Context: an optimization exercise on an open-source flow, tuned for small area. The choices shown serve that exercise and are no tape-out recipe. In this exercise RTL edits were held to simulation tests only and were not proved equivalent to the original. Power and IR drop assume default switching activity.

$ cat flow/run.sh
#!/bin/bash
# synth_recipe.tcl (not shown) runs the flow's synth.tcl, then flattens the netlist and writes it again
# the make line also repeats each setting of config.mk as NAME=value (left out here)
make -C /OpenROAD-flow-scripts/flow DESIGN_CONFIG=/design/flow/config.mk WORK_HOME=/design/flow/orfs CLKGATE_MAP_FILE= SYNTH_SCRIPT=/design/flow/synth_recipe.tcl finish
$ cat flow/config.mk
export PLATFORM = sky130hd
export DESIGN_NAME = top
export DESIGN_NICKNAME = top
export VERILOG_FILES = /design/flow/design.v
export SDC_FILE = /design/flow/constraint.sdc
export NUM_CORES = 4
export LEC_CHECK = 0
export CAP_MARGIN = 20
export CORE_MARGIN = 2
export CORE_UTILIZATION = 45
export PLACE_DENSITY = 0.6
export SLEW_MARGIN = 20
$ cat flow/design.v
module alu
#(
    parameter NB_DATA = 8,   
    parameter NB_OP   = 6    
)
(
    input  wire signed  [NB_DATA - 1 : 0] i_data_a,
    input  wire signed  [NB_DATA - 1 : 0] i_data_b,
    input  wire         [NB_OP   - 1 : 0] i_op    ,
    output wire signed  [NB_DATA - 1 : 0] o_result
);
    localparam ADD = 6'b100000;
    localparam SUB = 6'b100010;
    localparam AND = 6'b100100;
    localparam OR  = 6'b100101;
    localparam XOR = 6'b100110;
    localparam SRA = 6'b000011;  
    localparam SRL = 6'b000010;  
    localparam NOR = 6'b100111;
    reg signed [NB_DATA-1 : 0] r_result;
    always @(*) begin
        case (i_op)
            ADD     : r_result = i_data_a + i_data_b;
            SUB     : r_result = i_data_a - i_data_b;
            AND     : r_result = i_data_a & i_data_b;
            OR      : r_result = i_data_a | i_data_b;
            XOR     : r_result = i_data_a ^ i_data_b;
            SRA     : r_result = i_data_a >>> i_data_b;
            SRL     : r_result = $unsigned(i_data_a) >> i_data_b[$clog2(NB_DATA)-1:0];
            NOR     : r_result = ~(i_data_a | i_data_b);
            default : r_result = {NB_DATA{1'b0}};  
        endcase
    end
    assign o_result = r_result;
endmodule
`timescale 1ns / 1ps
module baud_gen #(
    parameter CLK_FREQ = 100_000_000,  
    parameter BAUD_RATE = 9600         
)(
    input  wire clk, reset,
    output reg  sample_tick
);
    localparam integer DIVISOR = CLK_FREQ / (BAUD_RATE * 16);
    reg [$clog2(DIVISOR)-1:0] count_reg, count_next;
    always @(posedge clk)
        if (reset)
            count_reg <= 0;
        else
            count_reg <= count_next;
    always @* begin
        count_next  = count_reg + 1;
        sample_tick = 1'b0;
        if (count_reg == (DIVISOR-1)) begin
            count_next  = 0;
            sample_tick = 1'b1;
        end
    end
endmodule
`timescale 1ns / 1ps
module uart_rx #(
    parameter DBIT = 8,           
    parameter SB_TICK = 16        
)(
    input  wire       clk, reset,
    input  wire       rx,
    input  wire       sample_tick,
    output reg        rx_done_tick,
    output wire [7:0] dout
);
    localparam [1:0]
        IDLE  = 2'b00,
        START = 2'b01,
        DATA  = 2'b10,
        STOP  = 2'b11;
    reg [1:0] state_reg, state_next;
    reg [3:0] tick_count_reg, tick_count_next; 
    reg [2:0] bit_count_reg, bit_count_next;  
    reg [7:0] rx_shift_reg, rx_shift_next;    
    always @(posedge clk)
        if (reset) begin
            state_reg      <= IDLE;
            tick_count_reg <= 0;
            bit_count_reg  <= 0;
            rx_shift_reg   <= 0;
        end else begin
            state_reg      <= state_next;
            tick_count_reg <= tick_count_next;
            bit_count_reg  <= bit_count_next;
            rx_shift_reg   <= rx_shift_next;
        end
    always @* begin
        state_next      = state_reg;
        tick_count_next = tick_count_reg;
        bit_count_next  = bit_count_reg;
        rx_shift_next   = rx_shift_reg;
        rx_done_tick    = 1'b0;
        case (state_reg)
            IDLE: 
                if (~rx) begin
                    state_next      = START;
                    tick_count_next = 0;
                end
            START: 
                if (sample_tick)
                    if (tick_count_reg == 7) begin
                        state_next      = DATA;
                        tick_count_next = 0;
                        bit_count_next  = 0;
                    end else
                        tick_count_next = tick_count_reg + 1;
            DATA:
                if (sample_tick)
                    if (tick_count_reg == 15) begin
                        tick_count_next = 0;
                        rx_shift_next   = {rx, rx_shift_reg[7:1]};
                        if (bit_count_reg == (DBIT-1))
                            state_next = STOP;
                        else
                            bit_count_next = bit_count_reg + 1;
                    end else
                        tick_count_next = tick_count_reg + 1;
            STOP:
                if (sample_tick)
                    if (tick_count_reg == (SB_TICK-1)) begin
                        state_next      = IDLE;
                        rx_done_tick    = 1'b1;
                    end else
                        tick_count_next = tick_count_reg + 1;
        endcase
    end
    assign dout = rx_shift_reg;
endmodule
`timescale 1ns / 1ps
module uart_tx #(
    parameter DBIT = 8,
    parameter SB_TICK = 16
)(
    input  wire       clk, reset,
    input  wire       tx_start, sample_tick,
    input  wire [7:0] din,
    output reg        tx_done_tick,
    output wire       tx
);
    localparam [1:0]
        IDLE  = 2'b00,
        START = 2'b01,
        DATA  = 2'b10,
        STOP  = 2'b11;
    reg [1:0] state_reg, state_next;
    reg [3:0] tick_count_reg, tick_count_next;
    reg [2:0] bit_count_reg, bit_count_next;
    reg [7:0] tx_shift_reg, tx_shift_next;
    reg       tx_reg, tx_next;
    always @(posedge clk)
        if (reset) begin
            state_reg      <= IDLE;
            tick_count_reg <= 0;
            bit_count_reg  <= 0;
            tx_shift_reg   <= 0;
            tx_reg         <= 1'b1;
        end else begin
            state_reg      <= state_next;
            tick_count_reg <= tick_count_next;
            bit_count_reg  <= bit_count_next;
            tx_shift_reg   <= tx_shift_next;
            tx_reg         <= tx_next;
        end
    always @* begin
        state_next      = state_reg;
        tick_count_next = tick_count_reg;
        bit_count_next  = bit_count_reg;
        tx_shift_next   = tx_shift_reg;
        tx_next         = tx_reg;
        tx_done_tick    = 1'b0;
        case (state_reg)
            IDLE: begin
                tx_next = 1'b1;
                if (tx_start) begin
                    state_next      = START;
                    tick_count_next = 0;
                    tx_shift_next   = din;
                end
            end
            START: begin
                tx_next = 1'b0;
                if (sample_tick)
                    if (tick_count_reg == 15) begin
                        state_next      = DATA;
                        tick_count_next = 0;
                        bit_count_next  = 0;
                    end else
                        tick_count_next = tick_count_reg + 1;
            end
            DATA: begin
                tx_next = tx_shift_reg[0];
                if (sample_tick)
                    if (tick_count_reg == 15) begin
                        tick_count_next = 0;
                        tx_shift_next   = tx_shift_reg >> 1;
                        if (bit_count_reg == (DBIT-1))
                            state_next = STOP;
                        else
                            bit_count_next = bit_count_reg + 1;
                    end else
                        tick_count_next = tick_count_reg + 1;
            end
            STOP: begin
                tx_next = 1'b1;
                if (sample_tick)
                    if (tick_count_reg == (SB_TICK-1)) begin
                        state_next   = IDLE;
                        tx_done_tick = 1'b1;
                    end else
                        tick_count_next = tick_count_reg + 1;
            end
        endcase
    end
    assign tx = tx_reg;
endmodule
`timescale 1ns / 1ps
module fifo #(
    parameter W = 8,    
    parameter N = 16    
)(
    input  wire         clk, reset,
    input  wire         wr, rd,
    input  wire [W-1:0] w_data,
    output wire [W-1:0] r_data,
    output wire         full, empty
);
    localparam ADDR_W = $clog2(N);
    reg [W-1:0] array_reg [0:N-1];
    integer i;
    reg [ADDR_W-1:0] w_ptr_reg, w_ptr_next;
    reg [ADDR_W-1:0] r_ptr_reg, r_ptr_next;
    reg [ADDR_W:0]   count_reg, count_next;   
    always @(posedge clk) begin
        if (reset) begin
            for (i = 0; i < N; i = i + 1)
                array_reg[i] <= {W{1'b0}};
        end else if (wr && !full) begin
            array_reg[w_ptr_reg] <= w_data;
        end
    end
    always @(posedge clk) begin
        if (reset) begin
            w_ptr_reg <= 0;
            r_ptr_reg <= 0;
            count_reg <= 0;
        end else begin
            w_ptr_reg <= w_ptr_next;
            r_ptr_reg <= r_ptr_next;
            count_reg <= count_next;
        end
    end
    always @* begin
        w_ptr_next = w_ptr_reg;
        r_ptr_next = r_ptr_reg;
        count_next = count_reg;
        case ({wr && !full, rd && !empty})
            2'b01: begin  
                r_ptr_next = r_ptr_reg + 1;
                count_next = count_reg - 1;
            end
            2'b10: begin  
                w_ptr_next = w_ptr_reg + 1;
                count_next = count_reg + 1;
            end
            2'b11: begin  
                w_ptr_next = w_ptr_reg + 1;
                r_ptr_next = r_ptr_reg + 1;
            end
            2'b00: begin
            end
        endcase
    end
    assign full  = (count_reg == N);
    assign empty = (count_reg == 0);
    assign r_data = array_reg[r_ptr_reg];
endmodule
module rv_decoder #(
    parameter NB_OP = 6
)(
    input  wire [31:0] instr,
    output wire [4:0]  rs1,
    output wire [4:0]  rs2,
    output wire [4:0]  rd,
    output reg  [NB_OP-1:0] alu_op,
    output wire         is_rtype,
    output wire         is_itype,
    output wire signed [11:0] imm_i
);
    wire [6:0] opcode = instr[6:0];
    wire [2:0] funct3 = instr[14:12];
    wire [6:0] funct7 = instr[31:25];
    assign rd   = instr[11:7];
    assign rs1  = instr[19:15];
    assign rs2  = instr[24:20];
    assign imm_i = instr[31:20];   
    assign is_rtype = (opcode == 7'b0110011);
    assign is_itype = (opcode == 7'b0010011);
    localparam ADD = 6'b100000,
               SUB = 6'b100010,
               AND = 6'b100100,
               OR  = 6'b100101,
               XOR = 6'b100110,
               SRA = 6'b000011,
               SRL = 6'b000010,
               NOR = 6'b100111;
    always @* begin
        alu_op = ADD;  
        if (is_rtype) begin
            case (funct3)
                3'b000: alu_op = (funct7 == 7'b0100000) ? SUB : ADD;
                3'b111: alu_op = AND;
                3'b110: alu_op = OR;
                3'b100: alu_op = XOR;
                3'b101: alu_op = (funct7 == 7'b0100000) ? SRA : SRL;
                default: alu_op = ADD;
            endcase
        end
        else if (is_itype) begin
            case (funct3)
                3'b000: alu_op = ADD;  
                3'b111: alu_op = AND;
                3'b110: alu_op = OR;
                3'b100: alu_op = XOR;
                default: alu_op = ADD;
            endcase
        end
    end
endmodule
module rv_interface #(
    parameter FIFO_W = 8,
    parameter NB_OP  = 6
)(
    input  wire clk, reset,
    input  wire [FIFO_W-1:0] r_data,
    input  wire              rx_empty,
    output reg               rd_uart,
    input  wire              tx_full,
    output reg               wr_uart,
    output reg               rf_we,
    output reg  [4:0]        rf_waddr,
    output reg  [FIFO_W-1:0] rf_wdata,
    output reg  [4:0]        rf_raddr1,
    output reg  [4:0]        rf_raddr2,
    input  wire [FIFO_W-1:0] rf_rdata1,
    input  wire [FIFO_W-1:0] rf_rdata2,
    output wire [NB_OP-1:0]  o_op,
    output wire signed [11:0] o_imm_i,
    output wire              o_is_itype,
    input  wire [FIFO_W-1:0] alu_result_in
);
    reg [31:0] instr;
    reg [2:0]  state, state_n;
    wire [4:0] rs1, rs2, rd;
    wire       is_rtype, is_itype;
    wire signed [11:0] imm_i;
    wire [NB_OP-1:0] alu_op;
    rv_decoder #(.NB_OP(NB_OP)) dec_i (
        .instr(instr),
        .rs1(rs1), .rs2(rs2), .rd(rd),
        .alu_op(alu_op),
        .is_rtype(is_rtype),
        .is_itype(is_itype),
        .imm_i(imm_i)
    );
    assign o_op = alu_op;
    assign o_imm_i    = imm_i;
    assign o_is_itype = is_itype;
    localparam S_IDLE = 3'd0,
               S_I0   = 3'd1,
               S_I1   = 3'd2,
               S_I2   = 3'd3,
               S_I3   = 3'd4,
               S_EX   = 3'd5,
               S_WB   = 3'd6,
               S_TX   = 3'd7;
    always @(posedge clk) begin
        if (reset) begin
            state <= S_IDLE;
        end else begin
            state <= state_n;
        end
    end
    always @(posedge clk) begin
        if (reset) begin
            instr <= 32'd0;
        end else begin
            case (state)
                S_I0: if (!rx_empty && rd_uart) instr[7:0]    <= r_data;    
                S_I1: if (!rx_empty && rd_uart) instr[15:8]   <= r_data;    
                S_I2: if (!rx_empty && rd_uart) instr[23:16]  <= r_data;    
                S_I3: if (!rx_empty && rd_uart) instr[31:24]  <= r_data;    
                default: ;
            endcase
        end
    end
    always @* begin
        state_n   = state;
        rd_uart   = 1'b0;
        wr_uart   = 1'b0;
        rf_we     = 1'b0;
        rf_waddr  = 5'd0;
        rf_wdata  = {FIFO_W{1'b0}};
        rf_raddr1 = rs1;
        rf_raddr2 = rs2;
        case (state)
            S_IDLE: begin
                if (!rx_empty) state_n = S_I0;
            end
            S_I0: begin
                if (!rx_empty) begin
                    rd_uart = 1'b1;
                    state_n = S_I1;
                end
            end
            S_I1: begin
                if (!rx_empty) begin
                    rd_uart = 1'b1;
                    state_n = S_I2;
                end
            end
            S_I2: begin
                if (!rx_empty) begin
                    rd_uart = 1'b1;
                    state_n = S_I3;
                end
            end
            S_I3: begin
                if (!rx_empty) begin
                    rd_uart = 1'b1;
                    state_n = S_EX;
                end
            end
            S_EX: begin
                state_n = S_WB;
            end
            S_WB: begin
                if (!tx_full) begin
                    if ((is_rtype || is_itype) && (rd != 5'd0)) begin
                        rf_we    = 1'b1;
                        rf_waddr = rd;
                        rf_wdata = alu_result_in;    
                    end
                    wr_uart = 1'b1;
                    state_n = S_IDLE;
                end
            end
            default: state_n = S_IDLE;
        endcase
    end
endmodule
module regfile #(
    parameter DATA_W = 8,
    parameter NREGS  = 32
)(
    input  wire               clk,
    input  wire [4:0]         raddr1,
    input  wire [4:0]         raddr2,
    output wire [DATA_W-1:0]  rdata1,
    output wire [DATA_W-1:0]  rdata2,
    input  wire               we,
    input  wire [4:0]         waddr,
    input  wire [DATA_W-1:0]  wdata
);
    reg [DATA_W-1:0] regs [0:NREGS-1];
    integer i;
    always @(posedge clk) begin
        if (we && (waddr != 5'd0))
            regs[waddr] <= wdata;
    end
    assign rdata1 = (raddr1 == 5'd0) ? {DATA_W{1'b0}} : regs[raddr1];
    assign rdata2 = (raddr2 == 5'd0) ? {DATA_W{1'b0}} : regs[raddr2];
endmodule
`timescale 1ns / 1ps
module top #(
    parameter integer DBIT    = 8,     
    parameter integer SB_TICK = 16,    
    parameter integer FIFO_W  = 8,     
    parameter integer NB_DATA  = 16,    
    parameter integer NB_OP   = 6,     
    parameter integer CLK_FREQ  = 100_000_000,
    parameter integer BAUD_RATE = 625_000
)(
    input  wire       clk, reset,
    input  wire       rx,              
    output wire       tx              
);
    wire sample_tick;
    wire [FIFO_W-1:0] rx_dout;   
    wire       rx_done_tick;
    wire [FIFO_W-1:0] tx_din;   
    wire       tx_start, tx_done_tick;
    wire       tx_empty;
    wire       rd_uart;         
    wire [FIFO_W-1:0] r_data;          
    wire       rx_empty;        
    wire       wr_uart;         
    wire       tx_full;         
    wire [NB_OP-1:0] op;
    wire [FIFO_W-1:0] alu_result;
    wire [7:0] rf_rdata1, rf_rdata2, rf_wdata;
    wire       rf_we;
    wire [4:0] rf_waddr, rf_raddr1, rf_raddr2;
    baud_gen #(
        .CLK_FREQ(CLK_FREQ),
        .BAUD_RATE(BAUD_RATE)
    ) baud_unit (
        .clk(clk),
        .reset(reset),
        .sample_tick(sample_tick)
    );
    uart_rx #(.DBIT(DBIT), .SB_TICK(SB_TICK)) rx_unit (
        .clk(clk), .reset(reset),
        .rx(rx),
        .sample_tick(sample_tick),
        .rx_done_tick(rx_done_tick),
        .dout(rx_dout)
    );
    fifo #(.W(FIFO_W), .N(NB_DATA)) fifo_rx (
        .clk(clk), .reset(reset),
        .wr(rx_done_tick),        
        .rd(rd_uart),             
        .w_data(rx_dout),
        .r_data(r_data),      
        .full(),                  
        .empty(rx_empty)          
    );
    fifo #(.W(FIFO_W), .N(NB_DATA)) fifo_tx (
        .clk(clk), .reset(reset),
        .wr(wr_uart),             
        .rd(tx_done_tick),        
        .w_data(alu_result),      
        .r_data(tx_din),
        .full(tx_full),           
        .empty(tx_empty)          
    );
    assign tx_start = ~tx_empty;   
    uart_tx #(.DBIT(DBIT), .SB_TICK(SB_TICK)) tx_unit (
        .clk(clk), .reset(reset),
        .tx_start(tx_start),
        .sample_tick(sample_tick),
        .din(tx_din),
        .tx_done_tick(tx_done_tick),
        .tx(tx)
    );
    wire signed [11:0] imm_i;
    wire               is_itype;
    wire [FIFO_W-1:0] alu_src_b = is_itype ? imm_i[7:0] : rf_rdata2;
    alu alu_inst (
        .i_data_a(rf_rdata1),
        .i_data_b(alu_src_b),
        .i_op(op),
        .o_result(alu_result)
    );
    rv_interface #(.FIFO_W(FIFO_W), .NB_OP(NB_OP)) iface_inst (
        .clk(clk), .reset(reset),
        .r_data(r_data),
        .rx_empty(rx_empty),
        .rd_uart(rd_uart),
        .tx_full(tx_full),
        .wr_uart(wr_uart),
        .rf_we(rf_we),
        .rf_waddr(rf_waddr),
        .rf_wdata(rf_wdata),
        .rf_raddr1(rf_raddr1),
        .rf_raddr2(rf_raddr2),
        .rf_rdata1(rf_rdata1),
        .rf_rdata2(rf_rdata2),
        .o_op(op),
        .o_imm_i(imm_i),
        .o_is_itype(is_itype),
        .alu_result_in(alu_result)
    );
    regfile #(.DATA_W(FIFO_W), .NREGS(32)) rf0 (
        .clk(clk),
        .raddr1(rf_raddr1),
        .raddr2(rf_raddr2),
        .rdata1(rf_rdata1),
        .rdata2(rf_rdata2),
        .we(rf_we),
        .waddr(rf_waddr),
        .wdata(rf_wdata)
    );
endmodule
$ cat flow/constraint.sdc
create_clock -name core_clock -period 10.0 [get_ports {clk}]
set_input_delay 2.0000 -clock core_clock [delete_from_list [all_inputs] [get_ports {clk}]]
set_output_delay 2.0000 -clock core_clock [all_outputs]
set_load 0.01 [all_outputs]
==> reports/metrics.csv <==
stage,metric,value,unit
placed_design,place_area,31060,um^2
worst_setup_path,cp.arrival,6.79,ns
final_layout,multi_input_comb_area,12040,um^2
synth,yosysTopAreaCell,edfxtp_1,
final_layout,fin_cells,3062,
worst_setup_path,path_max_fanout,38,
detailed_routing,drtPass1Iterations,6,
synth,syn_area,30360,um^2
job,cap_violations,0,
synth,synthXorXnorAreaFrac,0.01096,
global_route,grt.total_usage,0.2180,
clock_network,post_cts_resized,0,
power_and_ir_drop,ir_worst_vdd,0.3005,mV
detailed_routing,route.detailed.drc,0,
synth,synthArstFlopShare,0,
detailed_routing,highest_layer,met5,
final_layout,nNetsFinal,2209,
floorplan,die_area,69550,um^2
run_status,status,timing/DRC/antenna clean,
final_layout,regArea,17560,um^2
detailed_routing,ant_nets,0,
clock_network,cts_hold_buf,0,
power_and_ir_drop,power.density,213.7,nW/um^2
final_layout,final_layout_size_suffix_gt1_frac,0.1823,
timing,worst_clock_skew,0.03220,ns
clock_network,cts_tree,built,
global_route,gr-total-overflow,0,
worst_setup_path,required,10.24,ns
detailed_routing,avgViaCountPerCell,5.970,
clock_network,clock_latency,0.62,ns
synth,ys.warnings.count,8,
floorplan,fp-row-count,95,
clock_network,htreeDepth,3,
global_route,antenna_found_initial,3,
floorplan,die_y,263.7,um
synth,synth_top_family_by_area,multiplexers,
final_layout,fillers,5631,
worst_setup_path,reg2regPathDepth,18,
detailed_routing,wl_met3,5885,um
detailed_routing,wl_per_cell,24.73,um
timing,tightest_slew,1.135,ns
synth,synth_compound_area_frac,0.04872,
synth,synth-seq-area-share,0.5777,
synth,synth_area_per_cell,13.98,um^2
timing,min_period_over_period,0.6553,
final_layout,finalInstanceArea,33290,um^2
clock_network,cts_buffers,67,
worst_setup_path,worst_setup_path_start_kind,register,
detailed_routing,vias,18280,
timing,clock.fmax,152.6,MHz
floorplan,initial_core_util,0.4536,
placed_design,portBuffers,3,
clock_network,max-clock-path-buffers,3,
global_route,grt_pass1_vias,18310,
global_route,grt_pass1_wl,114300,um
timing,slew_headroom,0.2403,
timing,hold_violations,0,
synth,ys_seq_elements,620,
min_path,min_path_type,reg2reg,
clock_network,cts-root-buf,clkbuf_16,
floorplan,core,66920,um^2
floorplan,die_x,263.7,um
timing,period_minus_slack,6.553,ns
min_path,hold_depth,2,
worst_setup_path,path_class,reg2reg,
detailed_routing,met1_length,31840,um
synth,synth_area_leaders,"edfxtp_1 (51%), mux4_2 (14%), dfxtp_1 (7.1%)",
floorplan,ioPinCount,4,
worst_setup_path,crit_path_end_kind,register,
clock_network,post-cts-setup-buffers,0,
final_layout,syn_to_final_growth,9.653,%
synth,synth-simple-area-share,0.1182,
detailed_routing,initialDrtViolationCount,2186,
timing,tns,0,ns
clock_network,cts_sinks,620,
final_layout,antenna_cells,0,
synth,synthFlopType,edfxtp_1,
global_route,grt_max_degree,70,
detailed_routing,route.met2.wl,36080,um
clock_network,path_clk_slew,0.06,ns
synth,yosys.area_share.adder,0.02795,
placed_design,gp_congestion,0.9019,
synth,ys_types,88,
synth,netlist.area_leader.share,0.5065,
final_layout,largest_reg_flops,256,
synth,synth_edf_count,512,
synth,synth_cells,2172,
timing,finalMaxSlewViolations,0,
detailed_routing,wl,75730,um
timing,rsz0062_at_grt,no,
synth,synth_mux_area_frac,0.1875,
timing,finalSetupViolations,0,
placed_design,dp_cells,2944,
power_and_ir_drop,power.leakage,10.36,nW
placed_design,hpwl,50310,um
routing by layer:
| layer | vias up | GRT usage |
|---|---|---|
| li1 | 8126 | - |
| met1 | 9316 | 0.3008 |
| met2 | 704 | 0.3500 |
| met3 | 131 | 0.04167 |
| met4 | 2 | 0.07089 |
| met5 | - | 0 |
report_power, final:
part           internal, mW  switching, mW
registers              2.86          0.106
logic                 0.551           1.10
clock network          1.46           1.02
worst max-delay path, stage by stage (launching register included):
cell	delay, ns
dfxtp_2	0.98
buf_4	0.54
mux4_2	0.38
mux2i_1	0.15
nand2_1	0.12
nand4_1	0.18
and2_1	0.54
ha_1	0.35
a21oi_1	0.25
ha_1	0.28
a21o_1	0.18
a21o_1	0.21
a21o_1	0.18
a21o_1	0.20
a31oi_1	0.21
xnor2_1	0.16
xnor2_1	0.12
a21oi_2	0.77
nor2_4	0.33
synthesized netlist by cell type, types with 22 or more instances:
cell type    n
nand2_1     99
mux4_2     191
inv_1       44
nand3_1     25
and2_1     137
buf_2       24
dfxtp_1    108
nand2b_1    30
clkbuf_1    65
xnor2_1     22
edfxtp_1   512
o21ai_0     27
ha_1        63
or2_2       22
nor2_1     307
mux2i_1    112
a21oi_1     68
kinds of logic after synthesis:
family | Yosys count
mux | 323
compound gates | 212
other cells | 1
simple gates | 728
fa+ha+maj | 66
xor+xnor | 38
buf+inv | 184
flops | 620
layout make-up:
cell class,instances,area share
tap,873,0.03282
clock inverter,28,0.01007
multi-input combinational,1375,0.3618
timing repair buffer,28,0.006465
sequential,620,0.5275
clock buffer,90,0.05578
inverter,48,0.005563
stage by stage:
stage          utilization  hold WS, ns  setup slack, ns  power, mW
3_5_place_dp        0.4641       0.4549            3.230      4.653
4_1_cts             0.4969       0.4641            3.191      7.143
2_1_floorplan            -       0.4356            4.669      4.230
6_report            0.4974       0.4657            3.447      7.113
5_1_grt             0.4974       0.4864            3.069      7.418
3_3_place_gp        0.4641       0.4444            3.414      4.608
worst paths after layout:
check                           startpoint                  endpoint  slack, ns
setup / recovery      iface_inst.instr[22]           rf0.regs[27][7]       3.45
hold / removal    tx_unit.bit_count_reg[2]  tx_unit.bit_count_reg[2]       0.47
setup reg to reg      iface_inst.instr[22]           rf0.regs[27][7]       3.45
hold reg to reg   tx_unit.bit_count_reg[2]  tx_unit.bit_count_reg[2]       0.47
placed cells by master, fill, tap and decap left out, drive strengths merged, types with 9 or more instances in the layout:
master and count:
a22oi 20, edfxtp 512, mux2i 112, o21ai 29, ha 63, a21o 17
nor3 21, xor2 16, and2 139, nor2b 14, inv 47, dfxtp 108
buf 26, mux4 194, xnor2 22, o22ai 9, or2 23, clkinv 21
a21oi 74, nand2b 30, nand4 11, nand3 25, nor2 308, nand2 99
clkbuf 90, mux2 17, a31oi 10

==> what the ideal ports hide <==
Ports are ideal in the flow. The routed layout listed here was re-timed in OpenROAD. Step 1: set_driving_cell puts a clkbuf_16 on clk and a buf_2 on each other input, an assumption about the parent block. Step 2 moves the port delays by t, midway between the first and last clock arrival at a register: inputs arrive t later, outputs are due t later. That takes back most of the time a late clock gives input paths. a / b / c = ideal / step 1 / step 2; a / b = the first two.
t (ns): 0.667
setup slack, ns: 3.447 / 3.447 / 3.447
hold slack, ns: 0.466 / 0.466 / 0.466
latest minus earliest clock arrival (ns): 0.033 / 0.033
cell pins on the clock port's net: 1
After both steps setup and hold are still met in this run. The setup slack of this run moves by 0.000 ns with the drivers and by 0.000 ns with both steps.
